This design comes from an exercise in tuning for small area on the open sky130 flow, not from production work.
The RTL was checked by simulation tests, not by an equivalence proof against the original design.
Power figures rest on the tool's default switching activity, not on a simulated workload.

==> flow/design.v <==
module Lfsr22(
	input i_clk,
	input i_rst,
	output reg [21:0] o_data);
	wire w_xnor;
	always @(posedge i_clk)
		if (i_rst)
			o_data <= 22'h3A5C96;
		else
			o_data <= {o_data[20:0], w_xnor};
	assign w_xnor = o_data[21] ^~ o_data[20];
endmodule
module CountAndToggle #(parameter COUNT_LIMIT = 1000000)(
	input i_clk,
	input i_rst,
	input i_en,
	output reg o_toggle);
	reg [$clog2(COUNT_LIMIT):0] r_count;
	always @(posedge i_clk)
	begin
		if (i_rst)
		begin
			r_count <= 0;
			o_toggle <= 1'b0;
		end
		else if (i_en)
		begin
			if (r_count < COUNT_LIMIT)
				r_count <= r_count + 1;
			else
				begin
					o_toggle <= ~o_toggle;
					r_count <= 0;
				end
		end
		else
			r_count <= 0;
	end
endmodule
module DebounceFilter #(parameter DEBOUNCE_LIMIT = 5000000)(
	input i_clk,
	input i_rst,
	input i_bouncy,
	output o_debounced);
	reg [$clog2(DEBOUNCE_LIMIT):0] r_count;
	reg r_state;
	always @(posedge i_clk)
	begin
		if (i_rst)
		begin
			r_count <= 0;
			r_state <= 1'b0;
		end
		else if (i_bouncy != r_state && r_count < DEBOUNCE_LIMIT - 1)
			r_count <= r_count + 1;
		else if (r_count == DEBOUNCE_LIMIT - 1)
		begin
			r_state <= i_bouncy;
			r_count <= 0;
		end
		else
			r_count <= 0;
	end
	assign o_debounced = r_state;
endmodule
module BinaryToSevSeg(
	input i_clk,
	input i_rst,
	input [3:0] i_bin_num,
	output reg [6:0] o_sevseg);
	always @(posedge i_clk)
	begin
		if (i_rst)
			o_sevseg <= ~(7'b0000000);
		else
		case (i_bin_num)
		4'd0:
			o_sevseg <= ~(7'b0111111);
		4'd1:
			o_sevseg <= ~(7'b0000110);
		4'd2:
			o_sevseg <= ~(7'b1011011);
		4'd3:
			o_sevseg <= ~(7'b1001111);
		4'd4:
			o_sevseg <= ~(7'b1100110);
		4'd5:
			o_sevseg <= ~(7'b1101101);
		4'd6:
			o_sevseg <= ~(7'b1111101);
		4'd7:
			o_sevseg <= ~(7'b0000111);
		4'd8:
			o_sevseg <= ~(7'b1111111);
		4'd9:
			o_sevseg <= ~(7'b1101111);
		4'hA:
			o_sevseg <= ~(7'b1110111);
		4'hF:
			o_sevseg <= ~(7'b1110001);
		default:
			o_sevseg <= ~(7'b0000000);
		endcase
	end
endmodule
module StateMachineGame #(parameter CLK_PER_SEC = 50000000, parameter GAME_LIMIT = 7)(
	input i_clk,
	input i_rst,
	input [4:0] i_sw,
	output [3:0] o_led,
	output reg [3:0] o_score);
	localparam START = 3'd0;
	localparam PATTERN_OFF = 3'd1;
	localparam SHOW_STEP = 3'd2;
	localparam WAIT_PLAYER = 3'd3;
	localparam LOSE = 3'd4;
	localparam WIN = 3'd5;
	reg [2:0] r_state;
	reg r_toggle, r_dv;
	reg [4:0] r_sw;
	reg [1:0] r_pattern [10:0];
	wire [21:0] w_lfsr;
	reg [$clog2(GAME_LIMIT):0] r_step_index;
	reg [1:0] r_sw_id;
	wire w_count_en, w_toggle;
	always @(posedge i_clk)
	begin
		if (i_rst)
		begin
			r_state <= START;
			o_score <= 0;
			r_step_index <= 0;
		end
		else if (i_sw[4])
			r_state <= START;
		else
		begin
			case (r_state)
			START:
			begin
				r_state <= PATTERN_OFF;
				o_score <= 0;
				r_step_index <= 0;
			end
			PATTERN_OFF:
			begin
				if (r_toggle & !w_toggle)
					r_state <= SHOW_STEP;
			end
			SHOW_STEP:
			begin
				if (r_toggle & !w_toggle)
				begin
					if (o_score == r_step_index)
					begin
						r_state <= WAIT_PLAYER;
						r_step_index <= 0;
					end
					else
					begin
						r_step_index <= r_step_index  + 1;
						r_state <= PATTERN_OFF;
					end
				end
			end
			WAIT_PLAYER:
			begin
				if (r_dv)
				begin
					if (r_sw_id != r_pattern[r_step_index])
						r_state <= LOSE;
					else if (o_score == r_step_index)
					begin
						r_state <= PATTERN_OFF;
						if (o_score == GAME_LIMIT)
							r_state <= WIN;
						else
						begin
							o_score <= o_score + 1;
							r_step_index <= 0;
						end
					end
					else
						r_step_index <= r_step_index + 1;
				end
			end
			LOSE:
				o_score <= 4'hF;
			WIN:
				o_score <= 4'hA;
			default:
				r_state <= START;
			endcase
		end
	end
	integer i;
	always @(posedge i_clk)
	begin
		if (r_state == START)
		begin
		for (i = 0; i < 2 * (GAME_LIMIT + 1); i = i + 2)
			r_pattern[i / 2] <= {w_lfsr[i], w_lfsr[i + 1]};
		end
	end
	always @(posedge i_clk)
	begin
		if (i_rst)
		begin
			r_toggle <= 1'b0;
			r_sw <= 5'b0;
			r_dv <= 1'b0;
			r_sw_id <= 2'b00;
		end
		else
		begin
		r_toggle <= w_toggle;
		r_sw[0] <= i_sw[0];
		r_sw[1] <= i_sw[1];
		r_sw[2] <= i_sw[2];
		r_sw[3] <= i_sw[3];
		r_sw[4] <= i_sw[4];
		if (!i_sw[0] & r_sw[0])
		begin
			r_dv <= 1'b1;
			r_sw_id <= 2'b00;
		end
		else if (!i_sw[1] & r_sw[1])
		begin
			r_dv <= 1'b1;
			r_sw_id <= 2'b01;
		end
		else if (!i_sw[2] & r_sw[2])
		begin
			r_dv <= 1'b1;
			r_sw_id <= 2'b10;
		end
		else if (!i_sw[3] & r_sw[3])
		begin
			r_dv <= 1'b1;
			r_sw_id <= 2'b11;
		end
		else
			r_dv <= 1'b0;
		end
	end
	assign w_count_en = (r_state == PATTERN_OFF || r_state == SHOW_STEP );
	CountAndToggle #(.COUNT_LIMIT(CLK_PER_SEC/4)) cat_inst(
		.i_clk(i_clk),
		.i_rst(i_rst),
		.i_en(w_count_en),
		.o_toggle(w_toggle));
	Lfsr22 lfsr_inst(
		.i_clk(i_clk),
		.i_rst(i_rst),
		.o_data(w_lfsr));
	assign o_led[0] = (SHOW_STEP == r_state && r_pattern[r_step_index] == 2'b00) ? 1'b1 : i_sw[0];
	assign o_led[1] = (SHOW_STEP == r_state && r_pattern[r_step_index] == 2'b01) ? 1'b1 : i_sw[1];
	assign o_led[2] = (SHOW_STEP == r_state && r_pattern[r_step_index] == 2'b10) ? 1'b1 : i_sw[2];
	assign o_led[3] = (SHOW_STEP == r_state && r_pattern[r_step_index] == 2'b11) ? 1'b1 : i_sw[3]; 	
endmodule
module MemoryGameTopLvl(
	input i_clk,
	input i_rst,
	input [4:0] i_sw,
	output [3:0] o_led,
	output [6:0] o_sevseg);
	localparam GAME_LIMIT = 7;
	localparam CLK_PER_SEC = 50000;
	localparam DEBOUNCE_LIMIT = 5000;
	wire [4:0] w_sw;
	wire [6:0] w_sevseg;
	wire [3:0] w_score;
	DebounceFilter #(.DEBOUNCE_LIMIT(DEBOUNCE_LIMIT)) debounce_sw0(
		.i_clk(i_clk),
		.i_rst(i_rst),
		.i_bouncy(i_sw[0]),
		.o_debounced(w_sw[0]));
	DebounceFilter #(.DEBOUNCE_LIMIT(DEBOUNCE_LIMIT)) debounce_sw1(
		.i_clk(i_clk),
		.i_rst(i_rst),
		.i_bouncy(i_sw[1]),
		.o_debounced(w_sw[1]));
	DebounceFilter #(.DEBOUNCE_LIMIT(DEBOUNCE_LIMIT)) debounce_sw2(
		.i_clk(i_clk),
		.i_rst(i_rst),
		.i_bouncy(i_sw[2]),
		.o_debounced(w_sw[2]));
	DebounceFilter #(.DEBOUNCE_LIMIT(DEBOUNCE_LIMIT)) debounce_sw3(
		.i_clk(i_clk),
		.i_rst(i_rst),
		.i_bouncy(i_sw[3]),
		.o_debounced(w_sw[3]));
	DebounceFilter #(.DEBOUNCE_LIMIT(DEBOUNCE_LIMIT)) debounce_sw4(
		.i_clk(i_clk),
		.i_rst(i_rst),
		.i_bouncy(i_sw[4]),
		.o_debounced(w_sw[4]));
	StateMachineGame #(.CLK_PER_SEC(CLK_PER_SEC), .GAME_LIMIT(GAME_LIMIT)) state_machine_inst(
		.i_clk(i_clk),
		.i_rst(i_rst),
		.i_sw(w_sw),
		.o_led(o_led),
		.o_score(w_score));
	BinaryToSevSeg sevseg_inst(
		.i_clk(i_clk),
		.i_rst(i_rst),
		.i_bin_num(w_score),
		.o_sevseg(w_sevseg));
	assign o_sevseg[0] = w_sevseg[0];
	assign o_sevseg[1] = w_sevseg[1];
	assign o_sevseg[2] = w_sevseg[2];
	assign o_sevseg[3] = w_sevseg[3];
	assign o_sevseg[4] = w_sevseg[4];
	assign o_sevseg[5] = w_sevseg[5];
	assign o_sevseg[6] = w_sevseg[6];
endmodule
==> flow/run.sh <==
#!/bin/bash
# synth_recipe.tcl (not shown) runs the flow's synth.tcl, then flattens the netlist and writes it again
# the make line also repeats each setting of config.mk as NAME=value (left out here)
make -C /OpenROAD-flow-scripts/flow DESIGN_CONFIG=/design/flow/config.mk WORK_HOME=/design/flow/orfs CLKGATE_MAP_FILE= SYNTH_SCRIPT=/design/flow/synth_recipe.tcl finish
==> flow/config.mk <==
export PLATFORM = sky130hd
export DESIGN_NAME = MemoryGameTopLvl
export DESIGN_NICKNAME = MemoryGameTopLvl
export VERILOG_FILES = /design/flow/design.v
export SDC_FILE = /design/flow/constraint.sdc
export NUM_CORES = 4
export LEC_CHECK = 0
export CAP_MARGIN = 20
export CORE_MARGIN = 2
export CORE_UTILIZATION = 40
export SLEW_MARGIN = 20
==> flow/constraint.sdc <==
create_clock -name core_clock -period 10.0 [get_ports {i_clk}]
set_input_delay 2.0000 -clock core_clock [delete_from_list [all_inputs] [get_ports {i_clk}]]
set_output_delay 2.0000 -clock core_clock [all_outputs]
set_load 0.01 [all_outputs]
==> summary.txt <==
-- kinds of logic after synthesis --
logic type	Yosys count	share of synthesized area (%)
other	1	0.05735
multiplexers	5	0.7654
buffers and inverters	40	2.334
XOR/XNOR	77	10.31
flip-flops	155	49.90
AO/OA/AOI/OAI	86	9.357
AND/OR/NAND/NOR	336	24.01
adder cells (fa/ha/maj)	17	3.253
-- critical path: stages, from the launching register on --
cell,delay (ps)
dfxtp_1,460
inv_1,120
ha_1,270
a222oi_1,260
nor2b_1,270
or3_1,180
and2_1,150
nand2_1,50
o21ai_0,150
clkdlybuf4s50_1,560
-- final timing paths --
path | slack (ps) | cells after the start | end
max | 5120 | 9 | o_led[0]
min | 410 | 1 | state_machine_inst.lfsr_inst.o_data[19]
max reg2reg | 7190 | 9 | state_machine_inst.o_score[3]
min reg2reg | 410 | 1 | state_machine_inst.lfsr_inst.o_data[19]
-- through the flow --
stage,setup slack [ps],std cells
after detailed placement,5555,934
after global routing,4854,966
after global placement,5646,934
after CTS,5100,966
final,5121,966
after floorplan,6204,722
-- where the power goes --
group          total (mW)  internal [mW]  switching, mW
logic               0.145         0.0612         0.0835
clock network       0.681          0.432          0.249
registers           0.710          0.678         0.0318
-- cells in the final DEF, fill, tap and decap left out, types with 3 or more instances in the layout --
| master | Yosys | routed |
|---|---|---|
| clkbuf_1 | 18 | 3 |
| a21o_1 | 3 | 3 |
| dfxtp_1 | 139 | 139 |
| nor2b_1 | 16 | 16 |
| nand4_1 | 13 | 13 |
| xnor2_1 | 37 | 37 |
| nand2_1 | 73 | 73 |
| nor3_1 | 14 | 13 |
| nand3_1 | 39 | 39 |
| bufinv_16 | 0 | 4 |
| or2_2 | 13 | 13 |
| o21ai_0 | 8 | 8 |
| xor2_1 | 40 | 40 |
| nand2b_1 | 9 | 9 |
| inv_1 | 18 | 18 |
| a21oi_1 | 20 | 20 |
| a22oi_1 | 3 | 3 |
| edfxtp_1 | 16 | 16 |
| o21ai_1 | 6 | 6 |
| a211o_1 | 4 | 4 |
| a31oi_1 | 6 | 6 |
| or3_1 | 6 | 6 |
| clkbuf_16 | 0 | 18 |
| mux2i_1 | 5 | 5 |
| and3_1 | 14 | 14 |
| nor2_1 | 124 | 124 |
| nor4b_1 | 4 | 4 |
| ha_1 | 17 | 17 |
| o211ai_1 | 6 | 6 |
| conb_1 | 1 | 6 |
| a2111oi_0 | 5 | 5 |
| clkdlybuf4s50_1 | 0 | 16 |
-- state kept, by name (all words and copies together) (netlist names), 14 cells and up --
| name | count |
|---|---|
| debounce_sw4.r_count | 14 |
| state_machine_inst.lfsr_inst.o_data | 22 |
| state_machine_inst.r_pattern | 16 |
| debounce_sw1.r_count | 14 |
| state_machine_inst.cat_inst.r_count | 15 |
| debounce_sw0.r_count | 14 |
| debounce_sw2.r_count | 14 |
| debounce_sw3.r_count | 14 |
-- layout make-up --
type                            count  area share (%)
Tap cell                          216           3.577
Timing Repair Buffer               18           2.286
Clock inverter                     11           2.203
Clock buffer                       21           6.111
Multi-Input combinational cell    527           41.74
Inverter                           18          0.8943
Sequential cell                   155           43.19
-- layer usage --
layer | vias to the layer above | part of all wire, % | global-route usage [%]
met1 | 2285 | 46 | 17.50
met4 | 0 | 1.8 | 7.609
met2 | 69 | 50 | 25.01
met3 | 18 | 2.4 | 3.460
met5 | - | 0 | 0
li1 | 2480 | - | -
-- Yosys cell counts, types with 3 or more instances --
cell and count:
nor2b_1 16, ha_1 17, xnor2_1 37, and3_1 14, o21ai_1 6, a21oi_1 20, a31oi_1 6, mux2i_1 5
or3_1 6, clkbuf_1 18, nand3_1 39, a211o_1 4, nor2_1 124, dfxtp_1 139, a21o_1 3, nand2b_1 9
o21ai_0 8, or2_2 13, nand2_1 73, a22oi_1 3, a2111oi_0 5, xor2_1 40, edfxtp_1 16, nor4b_1 4
nand4_1 13, inv_1 18, nor3_1 14, o211ai_1 6
==> impl_metrics.sql <==
INSERT INTO impl_metrics (metric_group, metric, value, unit) VALUES
('run_status', 'run_status', 'complete, no violations', ''),
('routing', 'drt_drc', '0', ''),
('sta', 'grt_setup_unrepaired', 'false', ''),
('logic_synthesis', 'yosys_warnings', '12', ''),
('clock_tree', 'cts_setup_buffers', '0', ''),
('critical_path', 'worst_r2r_startpoint', 'state_machine_inst.r_step_index[0]', ''),
('floorplan', 'rows', '46', ''),
('sta', 'fin_worst_skew', '9.312', 'ps'),
('power_and_ir_drop', 'irDropWorstVdd', '0.1257', 'mV'),
('clock_tree', 'ctsResizeCount', '0', ''),
('final_layout', 'nets', '761', ''),
('sta', 'fin_tns_setup', '0', 'ps'),
('clock_tree', 'path_clk_slew', '60', 'ps'),
('power_and_ir_drop', 'fin_total_pwr', '1.535', 'mW'),
('floorplan', 'core_area', '15940', 'um^2'),
('final_layout', 'area_of_the_multi_input_gates', '3153', 'um^2'),
('clock_tree', 'tritoncts', 'done', ''),
('sta', 'finalWorstPathRequiredPeriod', '4879', 'ps'),
('global_route', 'antenna_found_initial', '0', ''),
('critical_path', 'crit_fanout', '7', ''),
('global_route', 'grt_start_max_net_pins', '49', ''),
('critical_path', 'cp.required', '8000', 'ps'),
('clock_tree', 'clock_path_buffers', '2', ''),
('logic_synthesis', 'number_of_synthesized_flops_with_an_enable_pin', '16', ''),
('logic_synthesis', 'synthDominantCellAreaShare', '42.56', '%'),
('logic_synthesis', 'synth_seq_area_share', '49.90', '%'),
('routing', 'detail-route-antenna-nets', '0', ''),
('floorplan', 'die_area', '17390', 'um^2'),
('routing', 'routed_wl', '12350', 'um'),
('routing', 'route.detailed.wl_per_inst', '12.78', 'um'),
('floorplan', 'io_pins', '18', ''),
('routing', 'drtIter0Drc', '230', ''),
('worst_hold_path', 'worst_hold_path_type', 'register to register', ''),
('final_layout', 'postLayoutCellArea', '7555', 'um^2'),
('final_layout', 'num_antenna_cells', '0', ''),
('sta', 'slew_violations', '0', ''),
('sta', 'report.final.hold_viol_count', '0', ''),
('sta', 'whs', '414.0', 'ps'),
('clock_tree', 'cts_hold_buf', '0', ''),
('logic_synthesis', 'syn-cell-area', '6539', 'um^2'),
('placement', 'post_dp_cell_area', '6927', 'um^2'),
('clock_tree', 'cts_buffers', '17', ''),
('routing', 'dr_total_vias', '4852', ''),
('clock_tree', 'clock_latency', '420', 'ps'),
('global_route', 'leftover_overflow_at_the_end_of_global_routing', '0', ''),
('final_layout', 'nFillCells', '1507', ''),
('logic_synthesis', 'synth_cell_types', '58', ''),
('sta', 'min_period_over_period', '48.79', '%'),
('global_route', 'first_global_vias', '4652', ''),
('logic_synthesis', 'synth-main-ff-cell', 'dfxtp_1', ''),
('placement', 'dp_hpwl', '8523', 'um'),
('global_route', 'groute.usage.overall', '14.77', '%'),
('logic_synthesis', 'synthesized_instance_count', '717', ''),
('logic_synthesis', 'synth.area.top_cells', 'dfxtp_1 43%, edfxtp_1 7.3%, nor2_1 7.1%', ''),
('power_and_ir_drop', 'p_leak', '2.745', 'nW'),
('critical_path', 'worstSetupEndpointType', 'output port', ''),
('worst_hold_path', 'holdCritStartpoint', 'state_machine_inst.lfsr_inst.o_data[18]', ''),
('critical_path', 'crit_path_start', 'state_machine_inst.r_step_index[0]', ''),
('clock_tree', 'clock_tree.root_cell', 'clkbuf_16', ''),
('clock_tree', 'htreeDepth', '4', ''),
('clock_tree', 'cts_sinks', '155', ''),
('logic_synthesis', 'synth_top_cell_by_area', 'dfxtp_1', ''),
('floorplan', 'die_h', '131.9', 'um'),
('final_layout', 'post_route_cells_drive_above_1_share', '6.400', '%'),
('logic_synthesis', 'synth.avg_cell_area', '9.120', 'um^2'),
('power_and_ir_drop', 'pwr_density_cell', '203.2', 'nW/um^2'),
('job', 'maxCapViolCount', '0', ''),
('critical_path', 'cp.arrival', '2880', 'ps'),
('sta', 'timing_worst_slew_pin_value', '872.9', 'ps'),
('final_layout', 'final_util', '47.39', '%'),
('floorplan', 'initial_core_util', '41.01', '%');

## port drivers added, routing unchanged
How much do the figures lean on ideal ports? The routed layout below was timed once more, with nothing changed but the port constraints. Step 1 assumes that a clkbuf_16 drives the clock port and a buf_2 every other input. Step 2 moves the port delays by t, midway between the first and last clock arrival at a register: inputs arrive t later, outputs are due t later. That takes back most of the time a late clock gives input paths. a / b / c = ideal ports / drivers / drivers and shift; a / b = the first two.
shift t [ns]: 0.455
setup WS [ns]: 5.121 / 5.083 / 5.538
hold WS [ns]: 0.414 / 0.414 / 0.414
After both steps this run still meets setup and hold. The setup slack of this run moves by -0.038 ns with the drivers and by +0.417 ns with both steps.
